This design comes from an exercise in tuning for small area, a short achievable clock period and few clock cycles per item on the open sky130 flow, not from production work.
Only simulation tests tie the RTL to the original design; equivalence was not proved.
Power is estimated from default activity; no workload was simulated.

==> flow/design.v <==
`default_nettype none `timescale 1ns / 1ns
module shift_add_multiplier #(
    parameter integer WIDTH = 16
) (
    input wire clk,
    input wire reset_n,
    input wire tvalid_slave_1,
    input signed [WIDTH-1:0] tdata_slave_1,
    output wire tready_slave_1,
    input wire tvalid_slave_2,
    input signed [WIDTH-1:0] tdata_slave_2,
    output wire tready_slave_2,
    output reg tvalid_master,
    output reg signed [WIDTH-1:0] tdata_master,
    input wire tready_master
);
  reg held_1;
  reg held_2;
  reg [WIDTH-1:0] factor_a;
  reg [7:0] b_neg;
  reg [7:0] b_one;
  reg [7:0] b_two;
  wire [16:0] b_in = {tdata_slave_2, 1'b0};
  wire [7:0] b_in_neg, b_in_one, b_in_two;
  genvar gk;
  generate
    for (gk = 0; gk < 8; gk = gk + 1) begin : g_enc
      assign b_in_neg[gk] = b_in[2*gk+2];
      assign b_in_one[gk] = b_in[2*gk+1] ^ b_in[2*gk];
      assign b_in_two[gk] = (b_in[2*gk+2] & ~b_in[2*gk+1] & ~b_in[2*gk]) | (~b_in[2*gk+2] & b_in[2*gk+1] & b_in[2*gk]);
    end
  endgenerate
  wire [WIDTH-1:0] product;
  reg mid_valid_1;
  reg pipe_xy253;
  reg pipe_c217;
  reg pipe_xy256;
  reg pipe_s222;
  reg pipe_s187;
  reg pipe_c220;
  reg pipe_c188;
  reg pipe_c223;
  reg pipe_s225;
  reg pipe_s199;
  reg pipe_s228;
  reg pipe_c226;
  reg pipe_s248;
  reg pipe_c246;
  reg pipe_s251;
  reg pipe_c249;
  reg pipe_c252;
  reg pipe_c255;
  reg pipe_g273;
  reg pipe_p274;
  reg pipe_G295;
  reg pipe_g275;
  reg pipe_p276;
  reg pipe_g279;
  reg pipe_p280;
  reg pipe_g277;
  reg pipe_p278;
  reg pipe_g281;
  reg pipe_x340;
  reg pipe_x341;
  reg pipe_c229;
  reg pipe_pp1;
  reg pipe_p266;
  reg pipe_r318;
  reg pipe_r319;
  reg pipe_r320;
  wire room_1 = ~mid_valid_1 | ~tvalid_master;
  wire room_2 = ~tvalid_master;
  wire advance_1 = held_1 & held_2 & (room_1 | tready_master);
  wire advance_2 = mid_valid_1 & (room_2 | tready_master);
  wire input_transaction_1 = tvalid_slave_1 & tready_slave_1;
  wire input_transaction_2 = tvalid_slave_2 & tready_slave_2;
  sam_rdy u_rdy_1 (.held(held_1), .other(held_2), .room(room_1), .tready_master(tready_master), .tready(tready_slave_1));
  sam_rdy u_rdy_2 (.held(held_2), .other(held_1), .room(room_1), .tready_master(tready_master), .tready(tready_slave_2));
  always @(posedge clk) begin
    if (input_transaction_1) factor_a <= tdata_slave_1;
    if (input_transaction_2) begin
      b_neg <= b_in_neg;
      b_one <= b_in_one;
      b_two <= b_in_two;
    end
    if (advance_1) begin
      pipe_xy253 <= xy253;
      pipe_c217 <= c217;
      pipe_xy256 <= xy256;
      pipe_s222 <= s222;
      pipe_s187 <= s187;
      pipe_c220 <= c220;
      pipe_c188 <= c188;
      pipe_c223 <= c223;
      pipe_s225 <= s225;
      pipe_s199 <= s199;
      pipe_s228 <= s228;
      pipe_c226 <= c226;
      pipe_s248 <= s248;
      pipe_c246 <= c246;
      pipe_s251 <= s251;
      pipe_c249 <= c249;
      pipe_c252 <= c252;
      pipe_c255 <= c255;
      pipe_g273 <= g273;
      pipe_p274 <= p274;
      pipe_G295 <= G295;
      pipe_g275 <= g275;
      pipe_p276 <= p276;
      pipe_g279 <= g279;
      pipe_p280 <= p280;
      pipe_g277 <= g277;
      pipe_p278 <= p278;
      pipe_g281 <= g281;
      pipe_x340 <= x340;
      pipe_x341 <= x341;
      pipe_c229 <= c229;
      pipe_pp1 <= pp1;
      pipe_p266 <= p266;
      pipe_r318 <= r318;
      pipe_r319 <= r319;
      pipe_r320 <= r320;
    end
    if (advance_2) tdata_master <= product;
    if (!reset_n) begin
      held_1 <= 1'b0;
      held_2 <= 1'b0;
      mid_valid_1 <= 1'b0;
      tvalid_master <= 1'b0;
    end else begin
      held_1 <= input_transaction_1 | (held_1 & ~advance_1);
      held_2 <= input_transaction_2 | (held_2 & ~advance_1);
      mid_valid_1 <= advance_1 | (mid_valid_1 & ~advance_2);
      tvalid_master <= advance_2 | (tvalid_master & ~tready_master);
    end
  end
  wire [15:0] a = factor_a;
  wire pp1 = b_one[0] & a[0];
  wire pc2 = b_neg[0] & ~pp1;
  wire m3;
  sam_ao22 u_m3 (.x1(a[1]), .x2(a[0]), .one(b_one[0]), .two(b_two[0]), .m(m3));
  wire pp4;
  sam_x2 u_pp4 (.a(m3), .b(b_neg[0]), .y(pp4));
  wire m5;
  sam_ao22 u_m5 (.x1(a[2]), .x2(a[1]), .one(b_one[0]), .two(b_two[0]), .m(m5));
  wire pp6;
  sam_x2 u_pp6 (.a(m5), .b(b_neg[0]), .y(pp6));
  wire m7;
  sam_ao22 u_m7 (.x1(a[3]), .x2(a[2]), .one(b_one[0]), .two(b_two[0]), .m(m7));
  wire pp8;
  sam_x2 u_pp8 (.a(m7), .b(b_neg[0]), .y(pp8));
  wire m9;
  sam_ao22 u_m9 (.x1(a[4]), .x2(a[3]), .one(b_one[0]), .two(b_two[0]), .m(m9));
  wire pp10;
  sam_x2 u_pp10 (.a(m9), .b(b_neg[0]), .y(pp10));
  wire m11;
  sam_ao22 u_m11 (.x1(a[5]), .x2(a[4]), .one(b_one[0]), .two(b_two[0]), .m(m11));
  wire pp12;
  sam_x2 u_pp12 (.a(m11), .b(b_neg[0]), .y(pp12));
  wire m13;
  sam_ao22 u_m13 (.x1(a[6]), .x2(a[5]), .one(b_one[0]), .two(b_two[0]), .m(m13));
  wire pp14;
  sam_x2 u_pp14 (.a(m13), .b(b_neg[0]), .y(pp14));
  wire m15;
  sam_ao22 u_m15 (.x1(a[7]), .x2(a[6]), .one(b_one[0]), .two(b_two[0]), .m(m15));
  wire pp16;
  sam_x2 u_pp16 (.a(m15), .b(b_neg[0]), .y(pp16));
  wire m17;
  sam_ao22 u_m17 (.x1(a[8]), .x2(a[7]), .one(b_one[0]), .two(b_two[0]), .m(m17));
  wire pp18;
  sam_x2 u_pp18 (.a(m17), .b(b_neg[0]), .y(pp18));
  wire m19;
  sam_ao22 u_m19 (.x1(a[9]), .x2(a[8]), .one(b_one[0]), .two(b_two[0]), .m(m19));
  wire pp20;
  sam_x2 u_pp20 (.a(m19), .b(b_neg[0]), .y(pp20));
  wire m21;
  sam_ao22 u_m21 (.x1(a[10]), .x2(a[9]), .one(b_one[0]), .two(b_two[0]), .m(m21));
  wire pp22;
  sam_x2 u_pp22 (.a(m21), .b(b_neg[0]), .y(pp22));
  wire m23;
  sam_ao22 u_m23 (.x1(a[11]), .x2(a[10]), .one(b_one[0]), .two(b_two[0]), .m(m23));
  wire pp24;
  sam_x2 u_pp24 (.a(m23), .b(b_neg[0]), .y(pp24));
  wire m25;
  sam_ao22 u_m25 (.x1(a[12]), .x2(a[11]), .one(b_one[0]), .two(b_two[0]), .m(m25));
  wire pp26;
  sam_x2 u_pp26 (.a(m25), .b(b_neg[0]), .y(pp26));
  wire m27;
  sam_ao22 u_m27 (.x1(a[13]), .x2(a[12]), .one(b_one[0]), .two(b_two[0]), .m(m27));
  wire pp28;
  sam_x2 u_pp28 (.a(m27), .b(b_neg[0]), .y(pp28));
  wire m29;
  sam_ao22 u_m29 (.x1(a[14]), .x2(a[13]), .one(b_one[0]), .two(b_two[0]), .m(m29));
  wire pp30;
  sam_x2 u_pp30 (.a(m29), .b(b_neg[0]), .y(pp30));
  wire m31;
  sam_ao22 u_m31 (.x1(a[15]), .x2(a[14]), .one(b_one[0]), .two(b_two[0]), .m(m31));
  wire pp32;
  sam_x2 u_pp32 (.a(m31), .b(b_neg[0]), .y(pp32));
  wire pp33 = b_one[1] & a[0];
  wire pc34 = b_neg[1] & ~pp33;
  wire m35;
  sam_ao22 u_m35 (.x1(a[1]), .x2(a[0]), .one(b_one[1]), .two(b_two[1]), .m(m35));
  wire pp36;
  sam_x2 u_pp36 (.a(m35), .b(b_neg[1]), .y(pp36));
  wire m37;
  sam_ao22 u_m37 (.x1(a[2]), .x2(a[1]), .one(b_one[1]), .two(b_two[1]), .m(m37));
  wire pp38;
  sam_x2 u_pp38 (.a(m37), .b(b_neg[1]), .y(pp38));
  wire m39;
  sam_ao22 u_m39 (.x1(a[3]), .x2(a[2]), .one(b_one[1]), .two(b_two[1]), .m(m39));
  wire pp40;
  sam_x2 u_pp40 (.a(m39), .b(b_neg[1]), .y(pp40));
  wire m41;
  sam_ao22 u_m41 (.x1(a[4]), .x2(a[3]), .one(b_one[1]), .two(b_two[1]), .m(m41));
  wire pp42;
  sam_x2 u_pp42 (.a(m41), .b(b_neg[1]), .y(pp42));
  wire m43;
  sam_ao22 u_m43 (.x1(a[5]), .x2(a[4]), .one(b_one[1]), .two(b_two[1]), .m(m43));
  wire pp44;
  sam_x2 u_pp44 (.a(m43), .b(b_neg[1]), .y(pp44));
  wire m45;
  sam_ao22 u_m45 (.x1(a[6]), .x2(a[5]), .one(b_one[1]), .two(b_two[1]), .m(m45));
  wire pp46;
  sam_x2 u_pp46 (.a(m45), .b(b_neg[1]), .y(pp46));
  wire m47;
  sam_ao22 u_m47 (.x1(a[7]), .x2(a[6]), .one(b_one[1]), .two(b_two[1]), .m(m47));
  wire pp48;
  sam_x2 u_pp48 (.a(m47), .b(b_neg[1]), .y(pp48));
  wire m49;
  sam_ao22 u_m49 (.x1(a[8]), .x2(a[7]), .one(b_one[1]), .two(b_two[1]), .m(m49));
  wire pp50;
  sam_x2 u_pp50 (.a(m49), .b(b_neg[1]), .y(pp50));
  wire m51;
  sam_ao22 u_m51 (.x1(a[9]), .x2(a[8]), .one(b_one[1]), .two(b_two[1]), .m(m51));
  wire pp52;
  sam_x2 u_pp52 (.a(m51), .b(b_neg[1]), .y(pp52));
  wire m53;
  sam_ao22 u_m53 (.x1(a[10]), .x2(a[9]), .one(b_one[1]), .two(b_two[1]), .m(m53));
  wire pp54;
  sam_x2 u_pp54 (.a(m53), .b(b_neg[1]), .y(pp54));
  wire m55;
  sam_ao22 u_m55 (.x1(a[11]), .x2(a[10]), .one(b_one[1]), .two(b_two[1]), .m(m55));
  wire pp56;
  sam_x2 u_pp56 (.a(m55), .b(b_neg[1]), .y(pp56));
  wire m57;
  sam_ao22 u_m57 (.x1(a[12]), .x2(a[11]), .one(b_one[1]), .two(b_two[1]), .m(m57));
  wire pp58;
  sam_x2 u_pp58 (.a(m57), .b(b_neg[1]), .y(pp58));
  wire m59;
  sam_ao22 u_m59 (.x1(a[13]), .x2(a[12]), .one(b_one[1]), .two(b_two[1]), .m(m59));
  wire pp60;
  sam_x2 u_pp60 (.a(m59), .b(b_neg[1]), .y(pp60));
  wire pp61 = b_one[2] & a[0];
  wire pc62 = b_neg[2] & ~pp61;
  wire m63;
  sam_ao22 u_m63 (.x1(a[1]), .x2(a[0]), .one(b_one[2]), .two(b_two[2]), .m(m63));
  wire pp64;
  sam_x2 u_pp64 (.a(m63), .b(b_neg[2]), .y(pp64));
  wire m65;
  sam_ao22 u_m65 (.x1(a[2]), .x2(a[1]), .one(b_one[2]), .two(b_two[2]), .m(m65));
  wire pp66;
  sam_x2 u_pp66 (.a(m65), .b(b_neg[2]), .y(pp66));
  wire m67;
  sam_ao22 u_m67 (.x1(a[3]), .x2(a[2]), .one(b_one[2]), .two(b_two[2]), .m(m67));
  wire pp68;
  sam_x2 u_pp68 (.a(m67), .b(b_neg[2]), .y(pp68));
  wire m69;
  sam_ao22 u_m69 (.x1(a[4]), .x2(a[3]), .one(b_one[2]), .two(b_two[2]), .m(m69));
  wire pp70;
  sam_x2 u_pp70 (.a(m69), .b(b_neg[2]), .y(pp70));
  wire m71;
  sam_ao22 u_m71 (.x1(a[5]), .x2(a[4]), .one(b_one[2]), .two(b_two[2]), .m(m71));
  wire pp72;
  sam_x2 u_pp72 (.a(m71), .b(b_neg[2]), .y(pp72));
  wire m73;
  sam_ao22 u_m73 (.x1(a[6]), .x2(a[5]), .one(b_one[2]), .two(b_two[2]), .m(m73));
  wire pp74;
  sam_x2 u_pp74 (.a(m73), .b(b_neg[2]), .y(pp74));
  wire m75;
  sam_ao22 u_m75 (.x1(a[7]), .x2(a[6]), .one(b_one[2]), .two(b_two[2]), .m(m75));
  wire pp76;
  sam_x2 u_pp76 (.a(m75), .b(b_neg[2]), .y(pp76));
  wire m77;
  sam_ao22 u_m77 (.x1(a[8]), .x2(a[7]), .one(b_one[2]), .two(b_two[2]), .m(m77));
  wire pp78;
  sam_x2 u_pp78 (.a(m77), .b(b_neg[2]), .y(pp78));
  wire m79;
  sam_ao22 u_m79 (.x1(a[9]), .x2(a[8]), .one(b_one[2]), .two(b_two[2]), .m(m79));
  wire pp80;
  sam_x2 u_pp80 (.a(m79), .b(b_neg[2]), .y(pp80));
  wire m81;
  sam_ao22 u_m81 (.x1(a[10]), .x2(a[9]), .one(b_one[2]), .two(b_two[2]), .m(m81));
  wire pp82;
  sam_x2 u_pp82 (.a(m81), .b(b_neg[2]), .y(pp82));
  wire m83;
  sam_ao22 u_m83 (.x1(a[11]), .x2(a[10]), .one(b_one[2]), .two(b_two[2]), .m(m83));
  wire pp84;
  sam_x2 u_pp84 (.a(m83), .b(b_neg[2]), .y(pp84));
  wire pp85 = b_one[3] & a[0];
  wire pc86 = b_neg[3] & ~pp85;
  wire m87;
  sam_ao22 u_m87 (.x1(a[1]), .x2(a[0]), .one(b_one[3]), .two(b_two[3]), .m(m87));
  wire pp88;
  sam_x2 u_pp88 (.a(m87), .b(b_neg[3]), .y(pp88));
  wire m89;
  sam_ao22 u_m89 (.x1(a[2]), .x2(a[1]), .one(b_one[3]), .two(b_two[3]), .m(m89));
  wire pp90;
  sam_x2 u_pp90 (.a(m89), .b(b_neg[3]), .y(pp90));
  wire m91;
  sam_ao22 u_m91 (.x1(a[3]), .x2(a[2]), .one(b_one[3]), .two(b_two[3]), .m(m91));
  wire pp92;
  sam_x2 u_pp92 (.a(m91), .b(b_neg[3]), .y(pp92));
  wire m93;
  sam_ao22 u_m93 (.x1(a[4]), .x2(a[3]), .one(b_one[3]), .two(b_two[3]), .m(m93));
  wire pp94;
  sam_x2 u_pp94 (.a(m93), .b(b_neg[3]), .y(pp94));
  wire m95;
  sam_ao22 u_m95 (.x1(a[5]), .x2(a[4]), .one(b_one[3]), .two(b_two[3]), .m(m95));
  wire pp96;
  sam_x2 u_pp96 (.a(m95), .b(b_neg[3]), .y(pp96));
  wire m97;
  sam_ao22 u_m97 (.x1(a[6]), .x2(a[5]), .one(b_one[3]), .two(b_two[3]), .m(m97));
  wire pp98;
  sam_x2 u_pp98 (.a(m97), .b(b_neg[3]), .y(pp98));
  wire m99;
  sam_ao22 u_m99 (.x1(a[7]), .x2(a[6]), .one(b_one[3]), .two(b_two[3]), .m(m99));
  wire pp100;
  sam_x2 u_pp100 (.a(m99), .b(b_neg[3]), .y(pp100));
  wire m101;
  sam_ao22 u_m101 (.x1(a[8]), .x2(a[7]), .one(b_one[3]), .two(b_two[3]), .m(m101));
  wire pp102;
  sam_x2 u_pp102 (.a(m101), .b(b_neg[3]), .y(pp102));
  wire m103;
  sam_ao22 u_m103 (.x1(a[9]), .x2(a[8]), .one(b_one[3]), .two(b_two[3]), .m(m103));
  wire pp104;
  sam_x2 u_pp104 (.a(m103), .b(b_neg[3]), .y(pp104));
  wire pp105 = b_one[4] & a[0];
  wire pc106 = b_neg[4] & ~pp105;
  wire m107;
  sam_ao22 u_m107 (.x1(a[1]), .x2(a[0]), .one(b_one[4]), .two(b_two[4]), .m(m107));
  wire pp108;
  sam_x2 u_pp108 (.a(m107), .b(b_neg[4]), .y(pp108));
  wire m109;
  sam_ao22 u_m109 (.x1(a[2]), .x2(a[1]), .one(b_one[4]), .two(b_two[4]), .m(m109));
  wire pp110;
  sam_x2 u_pp110 (.a(m109), .b(b_neg[4]), .y(pp110));
  wire m111;
  sam_ao22 u_m111 (.x1(a[3]), .x2(a[2]), .one(b_one[4]), .two(b_two[4]), .m(m111));
  wire pp112;
  sam_x2 u_pp112 (.a(m111), .b(b_neg[4]), .y(pp112));
  wire m113;
  sam_ao22 u_m113 (.x1(a[4]), .x2(a[3]), .one(b_one[4]), .two(b_two[4]), .m(m113));
  wire pp114;
  sam_x2 u_pp114 (.a(m113), .b(b_neg[4]), .y(pp114));
  wire m115;
  sam_ao22 u_m115 (.x1(a[5]), .x2(a[4]), .one(b_one[4]), .two(b_two[4]), .m(m115));
  wire pp116;
  sam_x2 u_pp116 (.a(m115), .b(b_neg[4]), .y(pp116));
  wire m117;
  sam_ao22 u_m117 (.x1(a[6]), .x2(a[5]), .one(b_one[4]), .two(b_two[4]), .m(m117));
  wire pp118;
  sam_x2 u_pp118 (.a(m117), .b(b_neg[4]), .y(pp118));
  wire m119;
  sam_ao22 u_m119 (.x1(a[7]), .x2(a[6]), .one(b_one[4]), .two(b_two[4]), .m(m119));
  wire pp120;
  sam_x2 u_pp120 (.a(m119), .b(b_neg[4]), .y(pp120));
  wire pp121 = b_one[5] & a[0];
  wire pc122 = b_neg[5] & ~pp121;
  wire m123;
  sam_ao22 u_m123 (.x1(a[1]), .x2(a[0]), .one(b_one[5]), .two(b_two[5]), .m(m123));
  wire pp124;
  sam_x2 u_pp124 (.a(m123), .b(b_neg[5]), .y(pp124));
  wire m125;
  sam_ao22 u_m125 (.x1(a[2]), .x2(a[1]), .one(b_one[5]), .two(b_two[5]), .m(m125));
  wire pp126;
  sam_x2 u_pp126 (.a(m125), .b(b_neg[5]), .y(pp126));
  wire m127;
  sam_ao22 u_m127 (.x1(a[3]), .x2(a[2]), .one(b_one[5]), .two(b_two[5]), .m(m127));
  wire pp128;
  sam_x2 u_pp128 (.a(m127), .b(b_neg[5]), .y(pp128));
  wire m129;
  sam_ao22 u_m129 (.x1(a[4]), .x2(a[3]), .one(b_one[5]), .two(b_two[5]), .m(m129));
  wire pp130;
  sam_x2 u_pp130 (.a(m129), .b(b_neg[5]), .y(pp130));
  wire m131;
  sam_ao22 u_m131 (.x1(a[5]), .x2(a[4]), .one(b_one[5]), .two(b_two[5]), .m(m131));
  wire pp132;
  sam_x2 u_pp132 (.a(m131), .b(b_neg[5]), .y(pp132));
  wire pp133 = b_one[6] & a[0];
  wire pc134 = b_neg[6] & ~pp133;
  wire m135;
  sam_ao22 u_m135 (.x1(a[1]), .x2(a[0]), .one(b_one[6]), .two(b_two[6]), .m(m135));
  wire pp136;
  sam_x2 u_pp136 (.a(m135), .b(b_neg[6]), .y(pp136));
  wire m137;
  sam_ao22 u_m137 (.x1(a[2]), .x2(a[1]), .one(b_one[6]), .two(b_two[6]), .m(m137));
  wire pp138;
  sam_x2 u_pp138 (.a(m137), .b(b_neg[6]), .y(pp138));
  wire m139;
  sam_ao22 u_m139 (.x1(a[3]), .x2(a[2]), .one(b_one[6]), .two(b_two[6]), .m(m139));
  wire pp140;
  sam_x2 u_pp140 (.a(m139), .b(b_neg[6]), .y(pp140));
  wire pp141 = b_one[7] & a[0];
  wire pc142 = b_neg[7] & ~pp141;
  wire m143;
  sam_ao22 u_m143 (.x1(a[1]), .x2(a[0]), .one(b_one[7]), .two(b_two[7]), .m(m143));
  wire pp144;
  sam_x2 u_pp144 (.a(m143), .b(b_neg[7]), .y(pp144));
  wire s145, s146;
  sam_ha u_s145 (.a(pc122), .b(pp24), .s(s145), .co(s146));
  wire xy147;
  sam_x2 u_xy147 (.a(pp133), .b(pp26), .y(xy147));
  wire s148;
  sam_x2 u_s148 (.a(xy147), .b(pp54), .y(s148));
  wire c149;
  sam_maj u_c149 (.a(pp133), .b(pp26), .c(pp54), .y(c149));
  wire xy150;
  sam_x2 u_xy150 (.a(pc134), .b(pp28), .y(xy150));
  wire s151;
  sam_x2 u_s151 (.a(xy150), .b(pp56), .y(s151));
  wire c152;
  sam_maj u_c152 (.a(pc134), .b(pp28), .c(pp56), .y(c152));
  wire s153, s154;
  sam_ha u_s153 (.a(pp80), .b(pp100), .s(s153), .co(s154));
  wire xy155;
  sam_x2 u_xy155 (.a(pp141), .b(pp30), .y(xy155));
  wire s156;
  sam_x2 u_s156 (.a(xy155), .b(pp58), .y(s156));
  wire c157;
  sam_maj u_c157 (.a(pp141), .b(pp30), .c(pp58), .y(c157));
  wire xy158;
  sam_x2 u_xy158 (.a(pp82), .b(pp102), .y(xy158));
  wire s159;
  sam_x2 u_s159 (.a(xy158), .b(pp118), .y(s159));
  wire c160;
  sam_maj u_c160 (.a(pp82), .b(pp102), .c(pp118), .y(c160));
  wire s161, s162;
  sam_ha u_s161 (.a(pc86), .b(pp16), .s(s161), .co(s162));
  wire xy163;
  sam_x2 u_xy163 (.a(pp105), .b(pp18), .y(xy163));
  wire s164;
  sam_x2 u_s164 (.a(xy163), .b(pp46), .y(s164));
  wire c165;
  sam_maj u_c165 (.a(pp105), .b(pp18), .c(pp46), .y(c165));
  wire xy166;
  sam_x2 u_xy166 (.a(pc106), .b(pp20), .y(xy166));
  wire s167;
  sam_x2 u_s167 (.a(xy166), .b(pp48), .y(s167));
  wire c168;
  sam_maj u_c168 (.a(pc106), .b(pp20), .c(pp48), .y(c168));
  wire s169, s170;
  sam_ha u_s169 (.a(pp72), .b(pp92), .s(s169), .co(s170));
  wire xy171;
  sam_x2 u_xy171 (.a(pp121), .b(pp22), .y(xy171));
  wire s172;
  sam_x2 u_s172 (.a(xy171), .b(pp50), .y(s172));
  wire c173;
  sam_maj u_c173 (.a(pp121), .b(pp22), .c(pp50), .y(c173));
  wire xy174;
  sam_x2 u_xy174 (.a(pp74), .b(pp94), .y(xy174));
  wire s175;
  sam_x2 u_s175 (.a(xy174), .b(pp110), .y(s175));
  wire c176;
  sam_maj u_c176 (.a(pp74), .b(pp94), .c(pp110), .y(c176));
  wire xy177;
  sam_x2 u_xy177 (.a(pp52), .b(pp76), .y(xy177));
  wire s178;
  sam_x2 u_s178 (.a(xy177), .b(pp96), .y(s178));
  wire c179;
  sam_maj u_c179 (.a(pp52), .b(pp76), .c(pp96), .y(c179));
  wire xy180;
  sam_x2 u_xy180 (.a(pp112), .b(pp124), .y(xy180));
  wire s181;
  sam_x2 u_s181 (.a(xy180), .b(s145), .y(s181));
  wire c182;
  sam_maj u_c182 (.a(pp112), .b(pp124), .c(s145), .y(c182));
  wire xy183;
  sam_x2 u_xy183 (.a(pp78), .b(pp98), .y(xy183));
  wire s184;
  sam_x2 u_s184 (.a(xy183), .b(pp114), .y(s184));
  wire c185;
  sam_maj u_c185 (.a(pp78), .b(pp98), .c(pp114), .y(c185));
  wire xy186;
  sam_x2 u_xy186 (.a(pp126), .b(s146), .y(xy186));
  wire s187;
  sam_x2 u_s187 (.a(xy186), .b(s148), .y(s187));
  wire c188;
  sam_maj u_c188 (.a(pp126), .b(s146), .c(s148), .y(c188));
  wire xy189;
  sam_x2 u_xy189 (.a(pp116), .b(pp128), .y(xy189));
  wire s190;
  sam_x2 u_s190 (.a(xy189), .b(pp136), .y(s190));
  wire c191;
  sam_maj u_c191 (.a(pp116), .b(pp128), .c(pp136), .y(c191));
  wire xy192;
  sam_x2 u_xy192 (.a(s153), .b(c149), .y(xy192));
  wire s193;
  sam_x2 u_s193 (.a(xy192), .b(s151), .y(s193));
  wire c194;
  sam_maj u_c194 (.a(s153), .b(c149), .c(s151), .y(c194));
  wire xy195;
  sam_x2 u_xy195 (.a(pp130), .b(pp138), .y(xy195));
  wire s196;
  sam_x2 u_s196 (.a(xy195), .b(s154), .y(s196));
  wire c197;
  sam_maj u_c197 (.a(pp130), .b(pp138), .c(s154), .y(c197));
  wire xy198;
  sam_x2 u_xy198 (.a(c152), .b(s156), .y(xy198));
  wire s199;
  sam_x2 u_s199 (.a(xy198), .b(s159), .y(s199));
  wire c200;
  sam_maj u_c200 (.a(c152), .b(s156), .c(s159), .y(c200));
  wire s201, s202;
  sam_ha u_s201 (.a(pc62), .b(pp12), .s(s201), .co(s202));
  wire xy203;
  sam_x2 u_xy203 (.a(pp85), .b(pp14), .y(xy203));
  wire s204;
  sam_x2 u_s204 (.a(xy203), .b(pp42), .y(s204));
  wire c205;
  sam_maj u_c205 (.a(pp85), .b(pp14), .c(pp42), .y(c205));
  wire xy206;
  sam_x2 u_xy206 (.a(pp44), .b(pp68), .y(xy206));
  wire s207;
  sam_x2 u_s207 (.a(xy206), .b(pp88), .y(s207));
  wire c208;
  sam_maj u_c208 (.a(pp44), .b(pp68), .c(pp88), .y(c208));
  wire xy209;
  sam_x2 u_xy209 (.a(pp70), .b(pp90), .y(xy209));
  wire s210;
  sam_x2 u_s210 (.a(xy209), .b(s162), .y(s210));
  wire c211;
  sam_maj u_c211 (.a(pp70), .b(pp90), .c(s162), .y(c211));
  wire xy212;
  sam_x2 u_xy212 (.a(pp108), .b(s169), .y(xy212));
  wire s213;
  sam_x2 u_s213 (.a(xy212), .b(c165), .y(s213));
  wire c214;
  sam_maj u_c214 (.a(pp108), .b(s169), .c(c165), .y(c214));
  wire xy215;
  sam_x2 u_xy215 (.a(s170), .b(c168), .y(xy215));
  wire s216;
  sam_x2 u_s216 (.a(xy215), .b(s172), .y(s216));
  wire c217;
  sam_maj u_c217 (.a(s170), .b(c168), .c(s172), .y(c217));
  wire xy218;
  sam_x2 u_xy218 (.a(c173), .b(c176), .y(xy218));
  wire s219;
  sam_x2 u_s219 (.a(xy218), .b(s178), .y(s219));
  wire c220;
  sam_maj u_c220 (.a(c173), .b(c176), .c(s178), .y(c220));
  wire xy221;
  sam_x2 u_xy221 (.a(c179), .b(s184), .y(xy221));
  wire s222;
  sam_x2 u_s222 (.a(xy221), .b(c182), .y(s222));
  wire c223;
  sam_maj u_c223 (.a(c179), .b(s184), .c(c182), .y(c223));
  wire xy224;
  sam_x2 u_xy224 (.a(c185), .b(s190), .y(xy224));
  wire s225;
  sam_x2 u_s225 (.a(xy224), .b(s193), .y(s225));
  wire c226;
  sam_maj u_c226 (.a(c185), .b(s190), .c(s193), .y(c226));
  wire xy227;
  sam_x2 u_xy227 (.a(c191), .b(s196), .y(xy227));
  wire s228;
  sam_x2 u_s228 (.a(xy227), .b(c194), .y(s228));
  wire c229;
  sam_maj u_c229 (.a(c191), .b(s196), .c(c194), .y(c229));
  wire s230, s231;
  sam_ha u_s230 (.a(pc34), .b(pp8), .s(s230), .co(s231));
  wire xy232;
  sam_x2 u_xy232 (.a(pp61), .b(pp10), .y(xy232));
  wire s233;
  sam_x2 u_s233 (.a(xy232), .b(pp38), .y(s233));
  wire c234;
  sam_maj u_c234 (.a(pp61), .b(pp10), .c(pp38), .y(c234));
  wire xy235;
  sam_x2 u_xy235 (.a(pp40), .b(pp64), .y(xy235));
  wire s236;
  sam_x2 u_s236 (.a(xy235), .b(s201), .y(s236));
  wire c237;
  sam_maj u_c237 (.a(pp40), .b(pp64), .c(s201), .y(c237));
  wire xy238;
  sam_x2 u_xy238 (.a(pp66), .b(s202), .y(xy238));
  wire s239;
  sam_x2 u_s239 (.a(xy238), .b(s204), .y(s239));
  wire c240;
  sam_maj u_c240 (.a(pp66), .b(s202), .c(s204), .y(c240));
  wire xy241;
  sam_x2 u_xy241 (.a(s161), .b(c205), .y(xy241));
  wire s242;
  sam_x2 u_s242 (.a(xy241), .b(s207), .y(s242));
  wire c243;
  sam_maj u_c243 (.a(s161), .b(c205), .c(s207), .y(c243));
  wire xy244;
  sam_x2 u_xy244 (.a(c208), .b(s164), .y(xy244));
  wire s245;
  sam_x2 u_s245 (.a(xy244), .b(s210), .y(s245));
  wire c246;
  sam_maj u_c246 (.a(c208), .b(s164), .c(s210), .y(c246));
  wire xy247;
  sam_x2 u_xy247 (.a(s167), .b(c211), .y(xy247));
  wire s248;
  sam_x2 u_s248 (.a(xy247), .b(s213), .y(s248));
  wire c249;
  sam_maj u_c249 (.a(s167), .b(c211), .c(s213), .y(c249));
  wire xy250;
  sam_x2 u_xy250 (.a(s175), .b(c214), .y(xy250));
  wire s251;
  sam_x2 u_s251 (.a(xy250), .b(s216), .y(s251));
  wire c252;
  sam_maj u_c252 (.a(s175), .b(c214), .c(s216), .y(c252));
  wire xy253;
  sam_x2 u_xy253 (.a(s181), .b(s219), .y(xy253));
  wire s254;
  sam_x2 u_s254 (.a(pipe_xy253), .b(pipe_c217), .y(s254));
  wire c255;
  sam_maj u_c255 (.a(s181), .b(s219), .c(c217), .y(c255));
  wire xy256;
  sam_x2 u_xy256 (.a(s187), .b(c220), .y(xy256));
  wire s257;
  sam_x2 u_s257 (.a(pipe_xy256), .b(pipe_s222), .y(s257));
  wire c258;
  sam_maj u_c258 (.a(pipe_s187), .b(pipe_c220), .c(pipe_s222), .y(c258));
  wire xy259;
  sam_x2 u_xy259 (.a(pipe_c188), .b(pipe_c223), .y(xy259));
  wire s260;
  sam_x2 u_s260 (.a(xy259), .b(pipe_s225), .y(s260));
  wire c261;
  sam_maj u_c261 (.a(pipe_c188), .b(pipe_c223), .c(pipe_s225), .y(c261));
  wire xy262;
  sam_x2 u_xy262 (.a(pipe_s199), .b(pipe_s228), .y(xy262));
  wire s263;
  sam_x2 u_s263 (.a(xy262), .b(pipe_c226), .y(s263));
  wire c264;
  sam_maj u_c264 (.a(pipe_s199), .b(pipe_s228), .c(pipe_c226), .y(c264));
  wire g265 = pc2 & pp4;
  wire p266 = pc2 ^ pp4;
  wire g267 = pp33 & pp6;
  wire p268 = pp33 ^ pp6;
  wire g269 = pp36 & s230;
  wire p270 = pp36 ^ s230;
  wire g271 = s233 & s231;
  wire p272 = s233 ^ s231;
  wire g273 = s236 & c234;
  wire p274 = s236 ^ c234;
  wire g275 = s239 & c237;
  wire p276 = s239 ^ c237;
  wire g277 = s242 & c240;
  wire p278 = s242 ^ c240;
  wire g279 = s245 & c243;
  wire p280 = s245 ^ c243;
  wire g281 = s248 & c246;
  wire p282 = pipe_s248 ^ pipe_c246;
  wire g283 = pipe_s251 & pipe_c249;
  wire p284 = pipe_s251 ^ pipe_c249;
  wire g285 = s254 & pipe_c252;
  wire p286 = s254 ^ pipe_c252;
  wire g287 = s257 & pipe_c255;
  wire p288 = s257 ^ pipe_c255;
  wire g289 = s260 & c258;
  wire p290 = s260 ^ c258;
  wire g291 = s263 & c261;
  wire p292 = s263 ^ c261;
  wire G293 = g267 | (p268 & g265);
  wire G294 = g269 | (p270 & G293);
  wire G295 = g271 | (p272 & G294);
  wire G296 = pipe_g273 | (pipe_p274 & pipe_G295);
  wire G297 = pipe_g275 | (pipe_p276 & G296);
  wire G298 = pipe_g279 | (pipe_p280 & pipe_g277);
  wire P299 = pipe_p280 & pipe_p278;
  wire G300 = g283 | (p284 & pipe_g281);
  wire P301 = p284 & p282;
  wire G302 = g287 | (p288 & g285);
  wire P303 = p288 & p286;
  wire G304 = g291 | (p292 & g289);
  wire P305 = p292 & p290;
  wire G306 = pipe_g277 | (pipe_p278 & G297);
  wire G307 = G298 | (P299 & G297);
  wire G308 = g285 | (p286 & G300);
  wire P309 = p286 & P301;
  wire G310 = G302 | (P303 & G300);
  wire P311 = P303 & P301;
  wire G312 = pipe_g281 | (p282 & G307);
  wire G313 = G300 | (P301 & G307);
  wire G314 = G308 | (P309 & G307);
  wire G315 = G310 | (P311 & G307);
  wire G316 = g289 | (p290 & G315);
  wire G317 = G304 | (P305 & G315);
  wire r318 = p268 ^ g265;
  wire r319 = p270 ^ G293;
  wire r320 = p272 ^ G294;
  wire r321 = pipe_p274 ^ pipe_G295;
  wire r322 = pipe_p276 ^ G296;
  wire r323 = pipe_p278 ^ G297;
  wire r324 = pipe_p280 ^ G306;
  wire r325 = p282 ^ G307;
  wire r326 = p284 ^ G312;
  wire r327 = p286 ^ G313;
  wire r328 = p288 ^ G314;
  wire r329 = p290 ^ G315;
  wire r330 = p292 ^ G316;
  wire x331;
  sam_x2 u_x331 (.a(pc142), .b(pp104), .y(x331));
  wire x332;
  sam_x2 u_x332 (.a(pp120), .b(pp132), .y(x332));
  wire x333;
  sam_x2 u_x333 (.a(pp140), .b(pp144), .y(x333));
  wire x334;
  sam_x2 u_x334 (.a(pp32), .b(pp60), .y(x334));
  wire x335;
  sam_x2 u_x335 (.a(pp84), .b(x331), .y(x335));
  wire x336;
  sam_x2 u_x336 (.a(x332), .b(x333), .y(x336));
  wire x337;
  sam_x2 u_x337 (.a(x334), .b(c157), .y(x337));
  wire x338;
  sam_x2 u_x338 (.a(c160), .b(x335), .y(x338));
  wire x339;
  sam_x2 u_x339 (.a(x336), .b(x337), .y(x339));
  wire x340;
  sam_x2 u_x340 (.a(c197), .b(x338), .y(x340));
  wire x341;
  sam_x2 u_x341 (.a(x339), .b(c200), .y(x341));
  wire x342;
  sam_x2 u_x342 (.a(pipe_x340), .b(pipe_x341), .y(x342));
  wire x343;
  sam_x2 u_x343 (.a(pipe_c229), .b(x342), .y(x343));
  wire x344;
  sam_x2 u_x344 (.a(c264), .b(x343), .y(x344));
  wire x345;
  sam_x2 u_x345 (.a(x344), .b(G317), .y(x345));
  assign product = {x345, r330, r329, r328, r327, r326, r325, r324, r323, r322, r321, pipe_r320, pipe_r319, pipe_r318, pipe_p266, pipe_pp1};
endmodule
module sam_rdy (
    input wire held,
    input wire other,
    input wire room,
    input wire tready_master,
    output wire tready
);
  assign tready = ~held | (other & (room | tready_master));
endmodule
module sam_fa (
    input wire a,
    input wire b,
    input wire c,
    output wire s,
    output wire co
);
  assign s  = a ^ b ^ c;
  assign co = (a & b) | (a & c) | (b & c);
endmodule
module sam_ha (
    input wire a,
    input wire b,
    output wire s,
    output wire co
);
  assign s  = a ^ b;
  assign co = a & b;
endmodule
module sam_x2 (
    input wire a,
    input wire b,
    output wire y
);
  assign y = a ^ b;
endmodule
module sam_maj (
    input wire a,
    input wire b,
    input wire c,
    output wire y
);
  assign y = (a & b) | (a & c) | (b & c);
endmodule
module sam_ao22 (
    input wire x1,
    input wire x2,
    input wire one,
    input wire two,
    output wire m
);
  assign m = (one & x1) | (two & x2);
endmodule
module sam_bsel (
    input wire x1,
    input wire x2,
    input wire one,
    input wire two,
    input wire neg,
    output wire pp
);
  assign pp = ((one & x1) | (two & x2)) ^ neg;
endmodule
==> flow/flow/run.sh <==
#!/bin/bash
# The standard layout (standard.sh), with the port buffers that global
# placement inserts made from the smallest buffer cell instead of the default.
set -euo pipefail
export BUFFER_PORTS_ARGS="-buffer_cell sky130_fd_sc_hd__buf_1"
bash standard.sh > standard.log 2>&1
==> flow/standard.sh <==
#!/bin/bash
# synth_recipe.tcl (not shown) runs the flow's synth.tcl, then flattens the netlist and writes it again
# the make line also repeats each setting of config.mk as NAME=value (left out here)
make -C /OpenROAD-flow-scripts/flow DESIGN_CONFIG=/design/flow/config.mk WORK_HOME=/design/flow/orfs CLKGATE_MAP_FILE= SYNTH_SCRIPT=/design/flow/synth_recipe.tcl "${@:-finish}"
==> flow/config.mk <==
export PLATFORM = sky130hd
export DESIGN_NAME = shift_add_multiplier
export DESIGN_NICKNAME = shift_add_multiplier
export VERILOG_FILES = /design/flow/design.v
export SDC_FILE = /design/flow/constraint.sdc
export NUM_CORES = 4
export LEC_CHECK = 0
export CAP_MARGIN = 0
export CORE_MARGIN = 2
export CORE_UTILIZATION = 40
export CTS_BUF_LIST = sky130_fd_sc_hd__clkbuf_8
export GPL_TIMING_DRIVEN = 0
export SETUP_SLACK_MARGIN = 2.3
export SLEW_MARGIN = 0
export SYNTH_HIERARCHICAL = 1
==> flow/constraint.sdc <==
create_clock -name core_clock -period 5.0 [get_ports {clk}]
set_input_delay 1.0000 -clock core_clock [delete_from_list [all_inputs] [get_ports {clk}]]
set_output_delay 1.0000 -clock core_clock [all_outputs]
set_load 0.01 [all_outputs]
==> notes.md, run 1 <==
Post-synth EDFFs 92; Worst-Margin Slew 1.15 ns; Top Ports 56; Clock Power Share 0.190; area grow syn2layout 12.5%; TritonCTS clock tree yes; run status complete, no violations; Final ANT Viol Nets 0; depth of the CTS H-tree 3; initial drt markers roughly 190; worst setup margin about 2.4 ns; Worst-Skew Late Latency 0.39 ns; nets slightly above 600; register area about 2800 um2; Initial Utilization 0.407; DRC 0; Seq/Total Area, Yosys 0.463; pwr dens 358 nW/um2; clock root buffer clkbuf_8; register clock-pin slew on the reported worst setup and hold paths 0.10 ns; share of cells above drive strength 1 0.133; Slew HR 0.230; commonest non-fill, non-tap cell in the layout xor2_1; vias in the first global route between 3000 and 4000; Tightest Hold Check Type reg2reg; largest net degree at the start of global routing 37; min Tclk post-route about 2.6 ns; Worst Path Arrival 2.72 ns; critical path class reg2reg; initial antenna violation count 0; pre-CTS WS between 2 and 2.5 ns; first-pass GRT wire length roughly 19000 um; sw frac 0.332; Rows between 40 and 50; Cells after Synth 479; Vias/cell 5.10; CTS Buffer Depth 2; min-delay src pipe_p266; ANT cells 0; CP Capture Type flip-flop; gp weighted congestion between 0.7 and 0.8; Die Ht roughly 130 um; Gate power share 0.365; Slew Viols, Final 0; total gr overflow 0; fin area approximately 6900 um2; CTS Hold Bufs 0; multi-input logic area ~3300 um2; RSZ-0062 raised after global routing yes; core area approximately 15000 um2; Leakage 2.67 nW; fmax between 300 and 400 MHz; hpwl dp about 8000 um; Main synth FF type edfxtp_1; setup_tns 0 ns; Yosys Warn Count 7; Mapped Area approximately 6100 um2; crit path max fanout 4; Overall Global Routing Usage 0.148; detailed-route via count 3849; Fin. Hold Viols 0; hold depth 0; VDD IR-drop max 0.233 mV; skew final 0.0144 ns; switching pwr 0.000821 W; Setup crit start kind flip-flop; DR pass1 iterations 4; routed length per instance around 15 um; r2r worst-path depth 8; final critical-path share of the clock period 0.517; Synth Net Count 540; total die area roughly 16000 um2; max-cap violations 0; internal power 0.00165 W; Routed WL around 11000 um; post-layout util 0.457; Post-synth ARST share 0; WP data required 5.14 ns; Port Buf Inserts 55; Netlist cell types 29; # fillers around 1400; clk sink count 96; final setup violation count 0; Die Span X between 100 and 150 um; Flop pwr share 0.445; total CTS buffers 9; highest-count cells in the layout ignoring fill and taps xor2_1, edfxtp_1, a22o_1, buf_1, maj3_2; reg2reg start pipe_p274; Placed Area between 6000 and 7000 um2; Power Total between 0.002 and 0.0025 W; register bit total from synthesis between 90 and 100; r2r setup slk between 2 and 2.5 ns; crit path launch pipe_p274; average cell area after synthesis between 10 and 15 um2
what timing repair did:
action                     4_1_cts  5_1_grt
resized for setup                0        1
setup endpoints to repair        2        2
pin swaps                        1        0
buffers inserted                13        2
modules after synthesis, one instance, submodules excluded:
module / copies in the design / cells / cell area (um2) / flops+latches
shift_add_multiplier: 1 / 218 / 3760 / 96
sam_rdy: 2 / 2 / 8.76 / 0
sam_ha: 6 / 1 / 12.5 / 0
sam_x2: 151 / 1 / 8.76 / 0
sam_maj: 36 / 1 / 11.3 / 0
sam_ao22: 64 / 1 / 8.76 / 0
stage by stage:
step	std cells	hold slack, ns
detailed placement	723	0.408
global route	754	0.435
CTS	752	0.432
floorplan	479	0.400
global placement	722	0.405
finish	754	0.431
cells in the mapped netlist, types with 2 or more instances:
library cell / number / share of area
nand2b_1: 6 / 0.0061
maj3_2: 36 / 0.066
a211o_1: 3 / 0.0043
a21oi_1: 4 / 0.0033
o21ai_0: 8 / 0.0065
ha_1: 20 / 0.041
xor2_1: 159 / 0.23
nand3_1: 2 / 0.0016
inv_1: 10 / 0.0061
nor2_1: 7 / 0.0043
dfxtp_1: 4 / 0.013
a21o_1: 2 / 0.0024
and2_1: 12 / 0.012
edfxtp_1: 92 / 0.45
nand3b_1: 6 / 0.0073
or2_2: 2 / 0.0020
o21ai_1: 2 / 0.0016
o21a_1: 6 / 0.0073
nand2_1: 9 / 0.0055
a221oi_2: 2 / 0.0049
a22o_1: 64 / 0.091
fa_1: 4 / 0.013
nor2b_1: 11 / 0.011
xnor2_1: 3 / 0.0043
power by group through the flow:
stage          combinational [W]  clock [W]  sequential (W)
6_report                0.000900   0.000469         0.00110
5_1_grt                  0.00103   0.000525         0.00111
4_1_cts                 0.000912   0.000496         0.00110
3_5_place_dp            0.000886          0         0.00113
3_3_place_gp            0.000869          0         0.00113
2_1_floorplan           0.000728          0         0.00111
routing by layer:
| metal | global-route usage | vias up | share of wire |
|---|---|---|---|
| met5 | 0 | - | 0 |
| met4 | 0.0562 | 0 | 0.018 |
| met3 | 0.0334 | 13 | 0.044 |
| met2 | 0.246 | 78 | 0.49 |
| met1 | 0.190 | 1818 | 0.45 |
| li1 | - | 1940 | - |
final cells by class:
type,count,share of cell area
Clock buffer,9,0.0179
Sequential cell,96,0.412
Timing Repair Buffer,71,0.0491
Clock inverter,7,0.00780
Multi-Input combinational cell,373,0.474
Tap cell,188,0.0341
Inverter,10,0.00544
cells by family after synthesis:
group | synth area share
compound gates | 0.127
xor+xnor | 0.231
fa+ha+maj | 0.120
buf+inv | 0.00612
flops | 0.463
simple gates | 0.0528
critical path: stages (launching register included):
cell      delay [ns]
edfxtp_1        0.37
ha_1            0.19
or2_2           0.27
ha_1            0.19
o211ai_1        0.28
nand2_2         0.16
a211o_1         0.32
fa_1            0.38
xor2_1          0.18
sequential cells by signal (all words and copies together) (netlist names), 8 cells and up:
register and cells:
tdata_master 16, factor_a 16, b_neg 8, b_one 8, b_two 8
path summary, 6_finish.rpt:
path,to
worst max-delay path,tdata_master[14]
worst min-delay path,tdata_master[1]
worst max register to register,tdata_master[14]
worst min register to register,tdata_master[1]
Testbench counts, summed over its fixed seeds: cycles 1,224, items 1,200.
==> inputs of run 2 (changes only) <==
--- a/flow/config.mk
+++ b/flow/config.mk
@@ -10,6 +10,6 @@
 export CORE_UTILIZATION = 40
 export CTS_BUF_LIST = sky130_fd_sc_hd__clkbuf_8
 export GPL_TIMING_DRIVEN = 0
-export SETUP_SLACK_MARGIN = 2.3
+export SETUP_SLACK_MARGIN = 2.5
 export SLEW_MARGIN = 0
 export SYNTH_HIERARCHICAL = 1
==> notes.md, run 2 <==
top-count cell post-synth xor2_1; WP data required 5.26 ns; CTS Buffer Depth 2; Final ANT Viol Nets 0; setup_tns 0 ns; RSZ-0062 raised after global routing yes; Worst-Skew Late Latency just under 0.4 ns; Fin. Hold Viols 0; Rows 45; total CTS buffers 9; Worst-Margin Slew 1.09 ns; DR pass1 iterations 4; multi-input logic area 3320 um2; skew final roughly 0.016 ns; met3 routed WL between 300 and 400 um; Initial Utilization 0.407; Vias/cell 5.14; Setup crit start kind flip-flop; run status complete, no violations; Power Total between 0.002 and 0.003 W; Post-synth ARST share 0; Netlist cell types 29; WHS ~0.43 ns; Slew HR 0.274; Worst Path Arrival 2.71 ns; max-cap violations 0; Port Buf Inserts 55; register area roughly 2800 um2; # fillers roughly 1400; ANT cells 0; area leader, netlist edfxtp_1; worst setup margin approximately 2.6 ns; Seq/Total Area, Yosys 0.463; min Tclk post-route between 2 and 2.5 ns; total gr overflow 0; post-synth top area share 0.450; Routed WL 11600 um; Tightest Hold Check Type reg2reg; initial antenna violation count 0; Top Metal Used met4; Largest regs factor_a: 16 flops, tdata_master: 16 flops; total die area 16300 um2; clk sink count 96; largest net degree at the start of global routing 38; hpwl dp ~8400 um; depth of the CTS H-tree 3; Post-synth EDFFs 92; core area 15100 um2; pre-CTS WS ~2.2 ns; register bit total from synthesis between 90 and 100; fmax 408 MHz; Cells after Synth between 400 and 500; critical path class reg2reg; register clock-pin slew on the reported worst setup and hold paths about 0.1 ns; Slew Viols, Final 0; CP Capture Type flip-flop; Synth top cells by count xor2_1, edfxtp_1, a22o_1; Leakage 2.76 nW; average cell area after synthesis 12.8 um2; crit path max fanout 4; final critical-path share of the clock period 0.490; VDD IR-drop max 0.215 mV; gp weighted congestion ~0.81; Top Ports 56; final setup violation count 0; vias in the first global route 3858; Main synth FF type edfxtp_1; Synth Net Count between 500 and 600; routed length per instance around 15 um; DRC 0; pwr dens around 360 nW/um2; commonest non-fill, non-tap cell in the layout xor2_1; Overall Global Routing Usage 0.152; Die Span X between 100 and 150 um; first-pass GRT wire length between 15000 and 20000 um; Mapped Area about 6000 um2; metal2 WL between 5000 and 6000 um; clock root buffer clkbuf_8; Yosys Warn Count 7; Metal-1 WL 5280 um; Die Ht ~130 um; detailed-route via count 3955; top cells by area, synth edfxtp_1, xor2_1, a22o_1; highest-count cells in the layout ignoring fill and taps xor2_1, edfxtp_1, a22o_1, buf_1, maj3_2; TritonCTS clock tree yes; share of cells above drive strength 1 0.175; area grow syn2layout 15.9%; initial drt markers approximately 180; nets about 640
-- run 2: metal layers --
metal	track usage	vias up
met5	0	-
met4	0.0692	0
met3	0.0338	20
met2	0.255	70
met1	0.187	1895
li1	-	1970
-- run 2: per-stage QoR --
step                std cells  cell area (um2)   util
global route              770             7110  0.471
CTS                       755             6960  0.462
floorplan                 479             6150      -
detailed placement        722             6590  0.437
global placement          722             6590  0.437
finish                    770             7110  0.471
-- run 2: final timing paths --
path,from,to,slack [ns],cells past startpoint
setup / recovery,b_one[0],pipe_r320,2.55,8
hold / removal,pipe_r318,tdata_master[2],0.43,0
setup reg to reg,b_one[0],pipe_r320,2.55,8
hold reg to reg,pipe_r318,tdata_master[2],0.43,0
-- run 2: cell type report --
type / count / area share
clock buffer: 10 / 0.0194
clock inverter: 6 / 0.00985
tap: 188 / 0.0331
sequential: 96 / 0.400
multi-input combinational: 373 / 0.466
timing repair buffer: 87 / 0.0665
inverter: 10 / 0.00528
-- run 2: cells by family (layout without fill, tap and decap cells) --
group	after synthesis	after routing	share of synthesized area
buf+inv	10	113	0.00612
simple gates	57	57	0.0528
fa+ha+maj	60	60	0.120
flops	96	96	0.463
compound gates	94	94	0.127
xor+xnor	162	162	0.231
-- run 2: modules after synthesis, one instance, submodules excluded --
module                flops+latches  cells  times used
shift_add_multiplier             96    218           1
sam_ha                            0      1           6
sam_maj                           0      1          36
sam_ao22                          0      1          64
sam_rdy                           0      2           2
sam_x2                            0      1         151
-- run 2: what timing repair did --
item                       CTS  global route
setup buffers               17            15
resized for setup            6             5
pin swaps                    5             5
setup endpoints to repair    5            13
hold buffers                 0             0
-- run 2: report_power, final --
part	internal (W)	total [W]	switching (W)	leakage, nW
Combinational	0.000448	0.000954	0.000506	1.76
Clock	0.000251	0.000542	0.000291	0.108
Sequential	0.00103	0.00109	0.0000535	0.895
-- run 2: critical path, stage by stage (launching register included) --
cell,delay [ns]
edfxtp_1,0.46
buf_4,0.17
a22o_1,0.23
xor2_1,0.17
fa_2,0.41
fa_2,0.35
inv_1,0.08
fa_1,0.40
inv_1,0.06
==> inputs of run 3 (changes only) <==
--- a/flow/design.v
+++ b/flow/design.v
@@ -32,42 +32,39 @@
   endgenerate
   wire [WIDTH-1:0] product;
   reg mid_valid_1;
-  reg pipe_xy253;
-  reg pipe_c217;
-  reg pipe_xy256;
-  reg pipe_s222;
-  reg pipe_s187;
-  reg pipe_c220;
+  reg pipe_xy259;
+  reg pipe_s225;
   reg pipe_c188;
   reg pipe_c223;
-  reg pipe_s225;
+  reg pipe_xy262;
+  reg pipe_c226;
   reg pipe_s199;
   reg pipe_s228;
-  reg pipe_c226;
-  reg pipe_s248;
-  reg pipe_c246;
   reg pipe_s251;
   reg pipe_c249;
+  reg pipe_s254;
   reg pipe_c252;
+  reg pipe_s257;
   reg pipe_c255;
-  reg pipe_g273;
-  reg pipe_p274;
-  reg pipe_G295;
+  reg pipe_c258;
   reg pipe_g275;
   reg pipe_p276;
+  reg pipe_G296;
   reg pipe_g279;
   reg pipe_p280;
   reg pipe_g277;
   reg pipe_p278;
+  reg pipe_g283;
   reg pipe_g281;
-  reg pipe_x340;
-  reg pipe_x341;
+  reg pipe_p282;
   reg pipe_c229;
+  reg pipe_x342;
   reg pipe_pp1;
   reg pipe_p266;
   reg pipe_r318;
   reg pipe_r319;
   reg pipe_r320;
+  reg pipe_r321;
   wire room_1 = ~mid_valid_1 | ~tvalid_master;
   wire room_2 = ~tvalid_master;
   wire advance_1 = held_1 & held_2 & (room_1 | tready_master);
@@ -84,42 +81,39 @@
       b_two <= b_in_two;
     end
     if (advance_1) begin
-      pipe_xy253 <= xy253;
-      pipe_c217 <= c217;
-      pipe_xy256 <= xy256;
-      pipe_s222 <= s222;
-      pipe_s187 <= s187;
-      pipe_c220 <= c220;
+      pipe_xy259 <= xy259;
+      pipe_s225 <= s225;
       pipe_c188 <= c188;
       pipe_c223 <= c223;
-      pipe_s225 <= s225;
+      pipe_xy262 <= xy262;
+      pipe_c226 <= c226;
       pipe_s199 <= s199;
       pipe_s228 <= s228;
-      pipe_c226 <= c226;
-      pipe_s248 <= s248;
-      pipe_c246 <= c246;
       pipe_s251 <= s251;
       pipe_c249 <= c249;
+      pipe_s254 <= s254;
       pipe_c252 <= c252;
+      pipe_s257 <= s257;
       pipe_c255 <= c255;
-      pipe_g273 <= g273;
-      pipe_p274 <= p274;
-      pipe_G295 <= G295;
+      pipe_c258 <= c258;
       pipe_g275 <= g275;
       pipe_p276 <= p276;
+      pipe_G296 <= G296;
       pipe_g279 <= g279;
       pipe_p280 <= p280;
       pipe_g277 <= g277;
       pipe_p278 <= p278;
+      pipe_g283 <= g283;
       pipe_g281 <= g281;
-      pipe_x340 <= x340;
-      pipe_x341 <= x341;
+      pipe_p282 <= p282;
       pipe_c229 <= c229;
+      pipe_x342 <= x342;
       pipe_pp1 <= pp1;
       pipe_p266 <= p266;
       pipe_r318 <= r318;
       pipe_r319 <= r319;
       pipe_r320 <= r320;
+      pipe_r321 <= r321;
     end
     if (advance_2) tdata_master <= product;
     if (!reset_n) begin
@@ -614,25 +608,25 @@
   wire xy253;
   sam_x2 u_xy253 (.a(s181), .b(s219), .y(xy253));
   wire s254;
-  sam_x2 u_s254 (.a(pipe_xy253), .b(pipe_c217), .y(s254));
+  sam_x2 u_s254 (.a(xy253), .b(c217), .y(s254));
   wire c255;
   sam_maj u_c255 (.a(s181), .b(s219), .c(c217), .y(c255));
   wire xy256;
   sam_x2 u_xy256 (.a(s187), .b(c220), .y(xy256));
   wire s257;
-  sam_x2 u_s257 (.a(pipe_xy256), .b(pipe_s222), .y(s257));
+  sam_x2 u_s257 (.a(xy256), .b(s222), .y(s257));
   wire c258;
-  sam_maj u_c258 (.a(pipe_s187), .b(pipe_c220), .c(pipe_s222), .y(c258));
+  sam_maj u_c258 (.a(s187), .b(c220), .c(s222), .y(c258));
   wire xy259;
-  sam_x2 u_xy259 (.a(pipe_c188), .b(pipe_c223), .y(xy259));
+  sam_x2 u_xy259 (.a(c188), .b(c223), .y(xy259));
   wire s260;
-  sam_x2 u_s260 (.a(xy259), .b(pipe_s225), .y(s260));
+  sam_x2 u_s260 (.a(pipe_xy259), .b(pipe_s225), .y(s260));
   wire c261;
   sam_maj u_c261 (.a(pipe_c188), .b(pipe_c223), .c(pipe_s225), .y(c261));
   wire xy262;
-  sam_x2 u_xy262 (.a(pipe_s199), .b(pipe_s228), .y(xy262));
+  sam_x2 u_xy262 (.a(s199), .b(s228), .y(xy262));
   wire s263;
-  sam_x2 u_s263 (.a(xy262), .b(pipe_c226), .y(s263));
+  sam_x2 u_s263 (.a(pipe_xy262), .b(pipe_c226), .y(s263));
   wire c264;
   sam_maj u_c264 (.a(pipe_s199), .b(pipe_s228), .c(pipe_c226), .y(c264));
   wire g265 = pc2 & pp4;
@@ -652,26 +646,26 @@
   wire g279 = s245 & c243;
   wire p280 = s245 ^ c243;
   wire g281 = s248 & c246;
-  wire p282 = pipe_s248 ^ pipe_c246;
-  wire g283 = pipe_s251 & pipe_c249;
+  wire p282 = s248 ^ c246;
+  wire g283 = s251 & c249;
   wire p284 = pipe_s251 ^ pipe_c249;
-  wire g285 = s254 & pipe_c252;
-  wire p286 = s254 ^ pipe_c252;
-  wire g287 = s257 & pipe_c255;
-  wire p288 = s257 ^ pipe_c255;
-  wire g289 = s260 & c258;
-  wire p290 = s260 ^ c258;
+  wire g285 = pipe_s254 & pipe_c252;
+  wire p286 = pipe_s254 ^ pipe_c252;
+  wire g287 = pipe_s257 & pipe_c255;
+  wire p288 = pipe_s257 ^ pipe_c255;
+  wire g289 = s260 & pipe_c258;
+  wire p290 = s260 ^ pipe_c258;
   wire g291 = s263 & c261;
   wire p292 = s263 ^ c261;
   wire G293 = g267 | (p268 & g265);
   wire G294 = g269 | (p270 & G293);
   wire G295 = g271 | (p272 & G294);
-  wire G296 = pipe_g273 | (pipe_p274 & pipe_G295);
-  wire G297 = pipe_g275 | (pipe_p276 & G296);
+  wire G296 = g273 | (p274 & G295);
+  wire G297 = pipe_g275 | (pipe_p276 & pipe_G296);
   wire G298 = pipe_g279 | (pipe_p280 & pipe_g277);
   wire P299 = pipe_p280 & pipe_p278;
-  wire G300 = g283 | (p284 & pipe_g281);
-  wire P301 = p284 & p282;
+  wire G300 = pipe_g283 | (p284 & pipe_g281);
+  wire P301 = p284 & pipe_p282;
   wire G302 = g287 | (p288 & g285);
   wire P303 = p288 & p286;
   wire G304 = g291 | (p292 & g289);
@@ -682,7 +676,7 @@
   wire P309 = p286 & P301;
   wire G310 = G302 | (P303 & G300);
   wire P311 = P303 & P301;
-  wire G312 = pipe_g281 | (p282 & G307);
+  wire G312 = pipe_g281 | (pipe_p282 & G307);
   wire G313 = G300 | (P301 & G307);
   wire G314 = G308 | (P309 & G307);
   wire G315 = G310 | (P311 & G307);
@@ -691,11 +685,11 @@
   wire r318 = p268 ^ g265;
   wire r319 = p270 ^ G293;
   wire r320 = p272 ^ G294;
-  wire r321 = pipe_p274 ^ pipe_G295;
-  wire r322 = pipe_p276 ^ G296;
+  wire r321 = p274 ^ G295;
+  wire r322 = pipe_p276 ^ pipe_G296;
   wire r323 = pipe_p278 ^ G297;
   wire r324 = pipe_p280 ^ G306;
-  wire r325 = p282 ^ G307;
+  wire r325 = pipe_p282 ^ G307;
   wire r326 = p284 ^ G312;
   wire r327 = p286 ^ G313;
   wire r328 = p288 ^ G314;
@@ -724,14 +718,14 @@
   wire x341;
   sam_x2 u_x341 (.a(x339), .b(c200), .y(x341));
   wire x342;
-  sam_x2 u_x342 (.a(pipe_x340), .b(pipe_x341), .y(x342));
+  sam_x2 u_x342 (.a(x340), .b(x341), .y(x342));
   wire x343;
-  sam_x2 u_x343 (.a(pipe_c229), .b(x342), .y(x343));
+  sam_x2 u_x343 (.a(pipe_c229), .b(pipe_x342), .y(x343));
   wire x344;
   sam_x2 u_x344 (.a(c264), .b(x343), .y(x344));
   wire x345;
   sam_x2 u_x345 (.a(x344), .b(G317), .y(x345));
-  assign product = {x345, r330, r329, r328, r327, r326, r325, r324, r323, r322, r321, pipe_r320, pipe_r319, pipe_r318, pipe_p266, pipe_pp1};
+  assign product = {x345, r330, r329, r328, r327, r326, r325, r324, r323, r322, pipe_r321, pipe_r320, pipe_r319, pipe_r318, pipe_p266, pipe_pp1};
 endmodule
 module sam_rdy (
     input wire held,
--- a/flow/config.mk
+++ b/flow/config.mk
@@ -10,6 +10,6 @@
 export CORE_UTILIZATION = 40
 export CTS_BUF_LIST = sky130_fd_sc_hd__clkbuf_8
 export GPL_TIMING_DRIVEN = 0
-export SETUP_SLACK_MARGIN = 2.5
+export SETUP_SLACK_MARGIN = 2.3
 export SLEW_MARGIN = 0
 export SYNTH_HIERARCHICAL = 1
==> notes.md, run 3 <==
r2r setup slk around 2.3 ns; Seq/Total Area, Yosys 0.459; Mapped Area between 5000 and 6000 um2; critical path class reg2reg; Final ANT Viol Nets 0; DR pass1 iterations 4; reg2reg start b_one[0]; area leader, netlist edfxtp_1; vias in the first global route about 3800; CP delay by family, top adder cells; Leakage between 2 and 3 nW; CP Buf/Inv Count 2; FF-to-FF End pipe_r321; Synth Net Count 526; crit path max fanout 4; Worst Path Arrival between 2 and 3 ns; internal power roughly 0.0017 W; skew final between 0.015 and 0.02 ns; pwr dens 372 nW/um2; RSZ-0062 raised after global routing yes; core area approximately 15000 um2; hpwl dp around 8000 um; total gr overflow 0; sw frac 0.342; min Tclk post-route ~2.7 ns; Placed Area 6440 um2; r2r worst-path depth 9; run status complete, no violations; commonest non-fill, non-tap cell in the layout xor2_1; setup_tns 0 ns; fmax 369 MHz; initial antenna violation count 0; CTS Hold Bufs 0; final critical-path share of the clock period 0.543; Hold Path End tdata_master[5]; share of cells above drive strength 1 0.160; top-count cell post-synth xor2_1; Gate power share 0.391; ANT cells 0; final setup violation count 0; clk sink count 93; crit path cell chain a22o_1, xor2_1, ha_2, fa_2, fa_2, fa_2, inv_1, fa_1, inv_1; largest net degree at the start of global routing 34; hold depth 0; CP Capture Type flip-flop; Largest stage delay, worst path ~0.46 ns; Crit-path slowest cell edfxtp_1; VDD IR-drop max between 0.15 and 0.2 mV; Clock Power Share 0.184; Power Total ~0.0025 W; register clock-pin slew on the reported worst setup and hold paths 0.10 ns; depth of the CTS H-tree 3; Main synth FF type edfxtp_1; Top Ports 56; Initial Utilization 0.411; fin area between 6000 and 7000 um2; Cells after Synth ~470; min-delay src pipe_r321; CP most frequent cell fa_2; Port Buf Inserts 55; Fin. Hold Viols 0; Die Span X roughly 130 um; routed length per instance roughly 15 um; Netlist cell types 30; CTS Buffer Depth 2; total die area roughly 16000 um2; Rows 44; crit path launch b_one[0]; Post-synth ARST share 0; highest-count cells in the layout ignoring fill and taps xor2_1, edfxtp_1, a22o_1, buf_1, maj3_2; area grow syn2layout 14.4%; Yosys Warn Count 7; post-synth top area share 0.446; total CTS buffers 9; Worst-Skew Late Latency around 0.38 ns; Overall Global Routing Usage 0.140; first-pass GRT wire length 17800 um; DRC 0; switching pwr 0.000871 W; Slew Viols, Final 0; Die Ht approximately 130 um; register bit total from synthesis between 90 and 100; Vias/cell between 5 and 6; clock root buffer clkbuf_8; post-layout util 0.470; TritonCTS clock tree yes; Slew HR 0.191; average cell area after synthesis 12.9 um2; Setup crit start kind flip-flop; initial drt markers roughly 130; top cells by area, synth edfxtp_1, xor2_1, a22o_1; Largest regs factor_a: 16 flops, tdata_master: 16 flops; gp weighted congestion roughly 0.83; Routed WL roughly 11000 um; Tightest Hold Check Type reg2reg; detailed-route via count 3757; Flop pwr share 0.425; nets 610; Post-synth EDFFs roughly 90; max-cap violations 0; WP data required approximately 5.3 ns; Worst-Margin Slew 1.21 ns; Synth top cells by count xor2_1, edfxtp_1, a22o_1
==> run 3: cell types whose count changed after synthesis, sizes merged, moves of 2 or more <==
cell	delta
a211o	-3
a21boi	+2
a221oi	-2
edfxtp	-3
ha	-2
nand2	-2
o21a	-4
==> run 3: metal layers <==
metal	track usage	up-vias	routed length, um
met5	0	-	0
met3	0.0224	17	294
met1	0.173	1806	5010
met4	0.0653	0	261
met2	0.241	57	5330
li1	-	1877	-
==> run 3: worst reg2reg max path, delay by kind of cell (launching register included) <==
family	cells	cell delay [ns]
fa+ha+maj	5	1.62
flops	1	0.46
compound gates	1	0.24
xor+xnor	1	0.14
buf+inv	2	0.13
==> run 3: what timing repair did <==
item	4_1_cts	5_1_grt
gates resized for setup	1	10
setup endpoints to repair	3	10
buffers inserted	16	2
pin swaps	1	3
==> run 3: power by group through the flow <==
stage,clock network [W],logic [W],registers (W)
after floorplan,0,0.000788,0.00109
final,0.000469,0.000998,0.00108
after global routing,0.000517,0.00113,0.00109
after CTS,0.000487,0.000988,0.00109
after global placement,0,0.000935,0.00112
after detailed placement,0,0.000955,0.00112
==> run 3: per-module statistics from Yosys (local to each module, per instance) <==
module	times used	area (um2)
sam_ao22	64	8.76
sam_x2	151	8.76
sam_ha	6	12.5
sam_maj	36	11.3
sam_rdy	2	8.76
shift_add_multiplier	1	3610
==> run 3: cells by family after synthesis <==
kind of cell / share of synthesized area
and+or+nand+nor: 0.0491
buffers and inverters: 0.00626
AOI/OAI and AO/OA: 0.124
adders and majority gates: 0.122
DFF: 0.459
xor gates and xnor gates: 0.240
==> run 3: worst max path at each step <==
stage	end	slack [ns]	cells past startpoint
finish	pipe_r321	2.29	9
global route	pipe_r321	2.17	10
CTS	pipe_r321	2.26	9
detailed placement	pipe_r321	1.91	9
global placement	pipe_r321	1.93	9
floorplan	pipe_r321	2.20	9
==> run 3: area by class of cell <==
cell class / instances / area [um2]
well taps: 184 / 230
repair buffers: 73 / 367
clock inverters: 7 / 57.6
clock buffers: 9 / 124
inverters: 10 / 37.5
fillers: 1316 / 7730
multi-input cells: 363 / 3290
flip-flops and latches: 93 / 2750
==> run 3: per-stage QoR <==
step                std cells  hold slack [ns]  setup slack, ns
floorplan                 466            0.400             2.20
global placement          705            0.406             1.93
detailed placement        705            0.406             1.91
CTS                       737            0.428             2.26
global route              739            0.441             2.17
finish                    739            0.427             2.29
Testbench counts of run 3, summed over its fixed seeds: cycles 1,224, items 1,200.

## port drivers added, routing unchanged
How much do the figures lean on ideal ports? The routed layouts below were timed once more, with nothing changed but the port constraints.
Step 1: set_driving_cell puts a clkbuf_16 on clk and a buf_2 on each other input, an assumption about the parent block.
Step 2 adds t to the input delays and takes it off the output delays; t is the mean of the earliest and latest rising clock arrival at the registers after step 1. Input paths then give back, and output paths get back, about the clock's delay inside the block.
a / b / c = ideal / step 1 / step 2; a / b = the first two.
run	t (ns)	setup WS [ns]	hold slack, ns
run 1	0.418	2.416 / 2.416 / 2.397	0.431 / 0.431 / 0.431
run 2	0.415	2.551 / 2.528 / 2.403	0.427 / 0.427 / 0.427
run 3	0.408	2.287 / 2.287 / 2.236	0.427 / 0.427 / 0.427
After both steps setup and hold are still met in every run listed. For run 2, which loses most, drivers alone change the setup slack by -0.023 ns; drivers and shift together by -0.148 ns.
